From an optimization exercise on the open Yosys and OpenROAD flow, aimed at small area, a short achievable clock period and few clock cycles; shortcuts taken in it are not production practice. Function was checked by simulation only, so behaviour that the tests miss may differ from the original. Power figures rest on the tool's default switching activity, not on a simulated workload.

== run A ==
==> flow/design.v <==
module processing_element (clock, r, s1, s2, s1s2_mux, new_dist, lo, hi, c, ovf, r_pipe);
  input clock;
  input [7:0] r;          
  input [7:0] s1, s2;     
  input s1s2_mux;         
  input new_dist;         
  output reg [3:0] lo, hi;
  output reg c, ovf;
  output reg [7:0] r_pipe;
  reg [7:0] x;
  reg b;
  wire [8:0] d = {1'b0, r_pipe} - {1'b0, s1s2_mux ? s1 : s2};
  always @(posedge clock) begin
    r_pipe <= r;
    x <= d[7:0] ^ {8{d[8]}};
    b <= d[8];
  end
  wire [3:0] al = lo & {4{~new_dist}};
  wire [3:0] ah = hi & {4{~new_dist}};
  wire [4:0] cl, ch;
  wire [3:0] sl, sh;
  assign cl[0] = b;
  assign ch[0] = c & ~new_dist;
  genvar k;
  generate
    for (k = 0; k < 4; k = k + 1) begin : fa
      assign sl[k] = al[k] ^ x[k] ^ cl[k];
      assign cl[k+1] = (al[k] & x[k]) | (al[k] & cl[k]) | (x[k] & cl[k]);
      assign sh[k] = ah[k] ^ x[k+4] ^ ch[k];
      assign ch[k+1] = (ah[k] & x[k+4]) | (ah[k] & ch[k]) | (x[k+4] & ch[k]);
    end
  endgenerate
  always @(posedge clock) begin
    lo <= sl;
    hi <= sh;
    c <= cl[4];
    ovf <= (ovf & ~new_dist) | ch[4];
  end
endmodule
module controller (clock, reset, start, n, address_s1, address_s2, done, idle);
  input clock, reset, start;
  output reg [12:0] n;
  output reg [9:0] address_s1, address_s2;
  output reg done;       
  output reg idle;              
  function [9:0] rowstart(input [3:0] k);
    case (k)
      4'd0: rowstart = 10'd31;
      4'd1: rowstart = 10'd62;
      4'd2: rowstart = 10'd93;
      4'd3: rowstart = 10'd124;
      4'd4: rowstart = 10'd155;
      4'd5: rowstart = 10'd186;
      4'd6: rowstart = 10'd217;
      4'd7: rowstart = 10'd248;
      4'd8: rowstart = 10'd279;
      4'd9: rowstart = 10'd310;
      4'd10: rowstart = 10'd341;
      4'd11: rowstart = 10'd372;
      4'd12: rowstart = 10'd403;
      4'd13: rowstart = 10'd434;
      4'd14: rowstart = 10'd465;
      4'd15: rowstart = 10'd496;
    endcase
  endfunction
  function [9:0] rowstart2(input [3:0] k);
    case (k)
      4'd0: rowstart2 = 10'd16;
      4'd1: rowstart2 = 10'd47;
      4'd2: rowstart2 = 10'd78;
      4'd3: rowstart2 = 10'd109;
      4'd4: rowstart2 = 10'd140;
      4'd5: rowstart2 = 10'd171;
      4'd6: rowstart2 = 10'd202;
      4'd7: rowstart2 = 10'd233;
      4'd8: rowstart2 = 10'd264;
      4'd9: rowstart2 = 10'd295;
      4'd10: rowstart2 = 10'd326;
      4'd11: rowstart2 = 10'd357;
      4'd12: rowstart2 = 10'd388;
      4'd13: rowstart2 = 10'd419;
      4'd14: rowstart2 = 10'd450;
      4'd15: rowstart2 = 10'd481;
    endcase
  endfunction
  wire last = n[12] & n[4] & n[1];     
  wire c15 = &n[3:0];
  wire w1 = c15 & (&n[7:4]);           
  wire w2 = c15 & (n[7:4] == 4'd0);    
  wire [9:0] step1 = {address_s1[9:4] + (c15 | (&address_s1[3:0])),
                      (c15 ? address_s1[3:0] : address_s1[3:0] + 4'd1)};
  wire [9:0] step2 = {address_s2[9:4] + (c15 | (&address_s2[3:0])),
                      (c15 ? address_s2[3:0] : address_s2[3:0] + 4'd1)};
  always @(posedge clock) begin
    if (reset) begin
      done <= 1'b1;
      idle <= 1'b1;
    end else begin
      done <= idle ? start : last;
      idle <= done ? start : last;
    end
    if (idle) begin
      n <= 13'd0;
      address_s1 <= 10'd0;
    end else begin
      n <= n + 1'b1;
      address_s1 <= w1 ? rowstart(n[11:8]) : step1;
    end
    address_s2 <= w2 ? rowstart2(n[11:8]) : step2;
  end
endmodule
module comparator (clock, done, start, n, pick, pe_lo, pe_hi, pe_c, pe_ovf,
  best_dist, motion_x, motion_y);
  input clock, done, start;
  input [12:0] n;
  input [15:0] pick;         
  input [63:0] pe_lo, pe_hi;
  input [15:0] pe_c, pe_ovf;
  output reg [7:0] best_dist;
  output reg [3:0] motion_x, motion_y;
  reg [3:0] cl, ch;
  reg cc, co, cval;
  reg [3:0] vl, vh;
  reg vc, vo;
  integer k;
  always @(*) begin
    vl = 4'd0;
    vh = 4'd0;
    vc = 1'b0;
    vo = 1'b0;
    for (k = 0; k < 16; k = k + 1) begin
      vl = vl | (pe_lo[k*4 +: 4] & {4{pick[k]}});
      vh = vh | (pe_hi[k*4 +: 4] & {4{pick[k]}});
      vc = vc | (pe_c[k] & pick[k]);
      vo = vo | (pe_ovf[k] & pick[k]);
    end
  end
  wire ready = (|pick) & (n[12:8] != 5'd0);
  wire [4:0] h = {1'b0, ch} + {4'd0, cc};
  wire [7:0] sad = {h[3:0], cl};
  always @(posedge clock) begin
    cl <= vl;
    ch <= vh;
    cc <= vc;
    cval <= ready & ~vo;
    if (done) begin
      if (!start) best_dist <= 8'hFF;
    end else if (cval && !h[4] && (sad < best_dist)) begin
      best_dist <= sad;
      motion_x <= n[3:0] + 4'd5;     
      motion_y <= n[11:8] + 4'd7;    
    end
  end
endmodule
module top_module (clock, reset, start, r, s1, s2, address_r, address_s1, address_s2,
   best_dist, motion_x, motion_y, done);
input clock, reset, start;
input [7:0] r;
input [7:0] s1, s2;
output [7:0] best_dist, address_r;
output [3:0] motion_x, motion_y;
output [9:0] address_s1, address_s2;
output done;
wire [12:0] n;
wire idle;
wire [63:0] pe_lo, pe_hi;
wire [15:0] pe_c, pe_ovf;
wire [135:0] rp;
reg [7:0] s1q, s2q;
reg [15:0] therm;      
reg [15:0] pick;       
always @(posedge clock) begin
  s1q <= s1;
  s2q <= s2;
  pick <= {pick[14:0], (n[7:0] == 8'd1)};
  if (idle) therm <= 16'hFFFF;
  else if (therm[15]) therm <= 16'h0001;
  else therm <= {therm[14:0], 1'b1};
end
assign address_r = n[7:0];
assign rp[7:0] = r;
controller ctl (.clock(clock), .reset(reset), .start(start), .n(n),
  .address_s1(address_s1), .address_s2(address_s2), .done(done), .idle(idle));
comparator cmp (.clock(clock), .done(idle), .start(start), .n(n), .pick(pick),
  .pe_lo(pe_lo), .pe_hi(pe_hi), .pe_c(pe_c), .pe_ovf(pe_ovf), .best_dist(best_dist), .motion_x(motion_x),
  .motion_y(motion_y));
genvar g;
generate
  for (g = 0; g < 16; g = g + 1) begin : pe
    processing_element u (.clock(clock), .r(rp[g*8 +: 8]), .s1(s1q), .s2(s2q),
      .s1s2_mux(therm[g]), .new_dist(pick[g]),
      .lo(pe_lo[g*4 +: 4]), .hi(pe_hi[g*4 +: 4]), .c(pe_c[g]), .ovf(pe_ovf[g]), .r_pipe(rp[g*8+8 +: 8]));
  end
endgenerate
endmodule
clock: 7.0 ns
lec_check: 0
cap_margin: 20
core_margin: 2
core_utilization: 35
place_density: 0.55
setup_slack_margin: 4.4
slew_margin: 20
run.sh (not shown) runs the stock make flow with config.mk's settings and CLKGATE_MAP_FILE= SYNTH_SCRIPT=/design/flow/synth_recipe.tcl, a recipe that flattens the netlist after the stock synthesis.
Testbench counts of run A, summed over its fixed seeds: cycles 131,712.
Changes in run B relative to run A:
# run A
export LEC_CHECK = 0
export CAP_MARGIN = 20
export CORE_MARGIN = 2
export CORE_UTILIZATION = 35
export PLACE_DENSITY = 0.55
export SETUP_SLACK_MARGIN = 4.4
export SLEW_MARGIN = 20
create_clock -name core_clock -period 7.0 [get_ports {clock}]
# run B
export LEC_CHECK = 0
export CAP_MARGIN = 20
export CORE_MARGIN = 2
export CORE_UTILIZATION = 35
export CTS_BUF_LIST = sky130_fd_sc_hd__clkbuf_16
export CTS_CLUSTER_SIZE = 24
export PLACE_DENSITY = 0.55
export SETUP_SLACK_MARGIN = 4.4
export SLEW_MARGIN = 20
create_clock -name core_clock -period 7.0 [get_ports {clock}]
Notes after the runs:
Run B went all the way through synthesis, placement and routing and the layout is clean on timing, DRC and antenna.
Number of nets in the synthesized netlist delta (run B -> run A): insignificant
On time the worst path needs with I/O delays and setup: between run A and run B, it ends up lower for run B.
As far as post-CTS repair timing setup buffer count goes, run A and run B are indistinguishable; the numbers are identical.
Data required time at the worst endpoint of run B is on par with run A.
Against run A as the reference, run B delivers a higher sequential share of power.
Run B improves on run A in power.
Between run B and run A, the share of the cycle needed by the critical path after routing does not differ in any meaningful way.
Between run A and run B, overall via count from detail_route is higher for run B, run A comes in under that.
Comparing run A against run B, there is no change at all in synthesized area.
Sequential share of layout area delta (run A -> run B): insignificant
### run B -> run C
# run B
export LEC_CHECK = 0
export CAP_MARGIN = 20
export CORE_MARGIN = 2
export CORE_UTILIZATION = 35
export CTS_BUF_LIST = sky130_fd_sc_hd__clkbuf_16
export CTS_CLUSTER_SIZE = 24
export PLACE_DENSITY = 0.55
export SETUP_SLACK_MARGIN = 4.4
export SLEW_MARGIN = 20
create_clock -name core_clock -period 7.0 [get_ports {clock}]
# run C
export LEC_CHECK = 0
export CAP_MARGIN = 20
export CORE_MARGIN = 2
export CORE_UTILIZATION = 35
export PLACE_DENSITY = 0.55
export SETUP_SLACK_MARGIN = 4.7
export SLEW_MARGIN = 20
create_clock -name core_clock -period 7.0 [get_ports {clock}]
Notes after the runs:
Multi-input gate share of total cell area: run C and run B compared, higher one is run C. Looking at HPWL reported at the end of detailed placement, run C sits 0.49% below run B. Wire: run C routes more than run B. Run C vs run B: period utilization down in run C. Of run C and run B, the run reporting the higher initial antenna violation count was run B. The run showing the greater maximum frequency is run C. When the final numbers for run C and run B were put side by side, the area growth from synthesis to final layout turned out to be greater in run C. Run C: CTS buffer count is about 1.7% higher than what run B reported. From run B to run C the numbers moved as follows: proportion of power drawn by the clock network fell by 2.8 points; number of nets in the layout rose by 4.6%. Run comparison: run B worst setup path endpoint address_s2[2]; run C worst setup path endpoint address_s2[3].
Changes in run D relative to run C:
# run C
export LEC_CHECK = 0
export CAP_MARGIN = 20
export CORE_MARGIN = 2
export CORE_UTILIZATION = 35
export PLACE_DENSITY = 0.55
export SETUP_SLACK_MARGIN = 4.7
export SLEW_MARGIN = 20
create_clock -name core_clock -period 7.0 [get_ports {clock}]
# run D
export LEC_CHECK = 0
export CAP_MARGIN = 20
export CORE_MARGIN = 2
export CORE_UTILIZATION = 35
export CTS_BUF_LIST = sky130_fd_sc_hd__clkbuf_8
export PLACE_DENSITY = 0.55
export SETUP_SLACK_MARGIN = 4.4
export SLEW_MARGIN = 20
create_clock -name core_clock -period 7.0 [get_ports {clock}]
==> summary.txt <==
- Side by side, global-route usage turned out lower in run D than in run C.
- On total of plain and repair buffers excluding clock buffers, the higher figure sits with run C, not run D.
- Of run D and run C, run D shows the higher post-layout minimum cycle time, with run C below it.
- Run D vs. run C: detailed-route wire length fell 4300 um; cell count fell 59.

## what the ideal ports hide
No port has a modelled driver above. Below, the same layouts with a new extraction and two added sets of constraints. Step 1 (the two cells are an assumption about what drives the block):
set clk [get_ports {clock}]
set_driving_cell -lib_cell sky130_fd_sc_hd__clkbuf_16 $clk
set_driving_cell -lib_cell sky130_fd_sc_hd__buf_2 [delete_from_list [all_inputs] $clk]
Step 2 moves the port delays by t, midway between the first and last clock arrival at a register: inputs arrive t later, outputs are due t later. That takes back most of the time a late clock gives input paths. Slacks: ideal / step 1 / step 2; pairs: ideal / step 1.
run | shift t [ns] | setup WS [ns] | latest minus earliest clock arrival (ns)
run A | 0.667 | 4.403 / 4.348 / 4.421 | 0.021 / 0.021
run B | 0.666 | 4.407 / 4.353 / 4.425 | 0.022 / 0.022
run C | 0.675 | 4.427 / 4.365 / 4.502 | 0.016 / 0.017
run D | 0.736 | 4.349 / 4.292 / 4.438 | 0.031 / 0.031
After both steps every run listed still meets setup and hold.
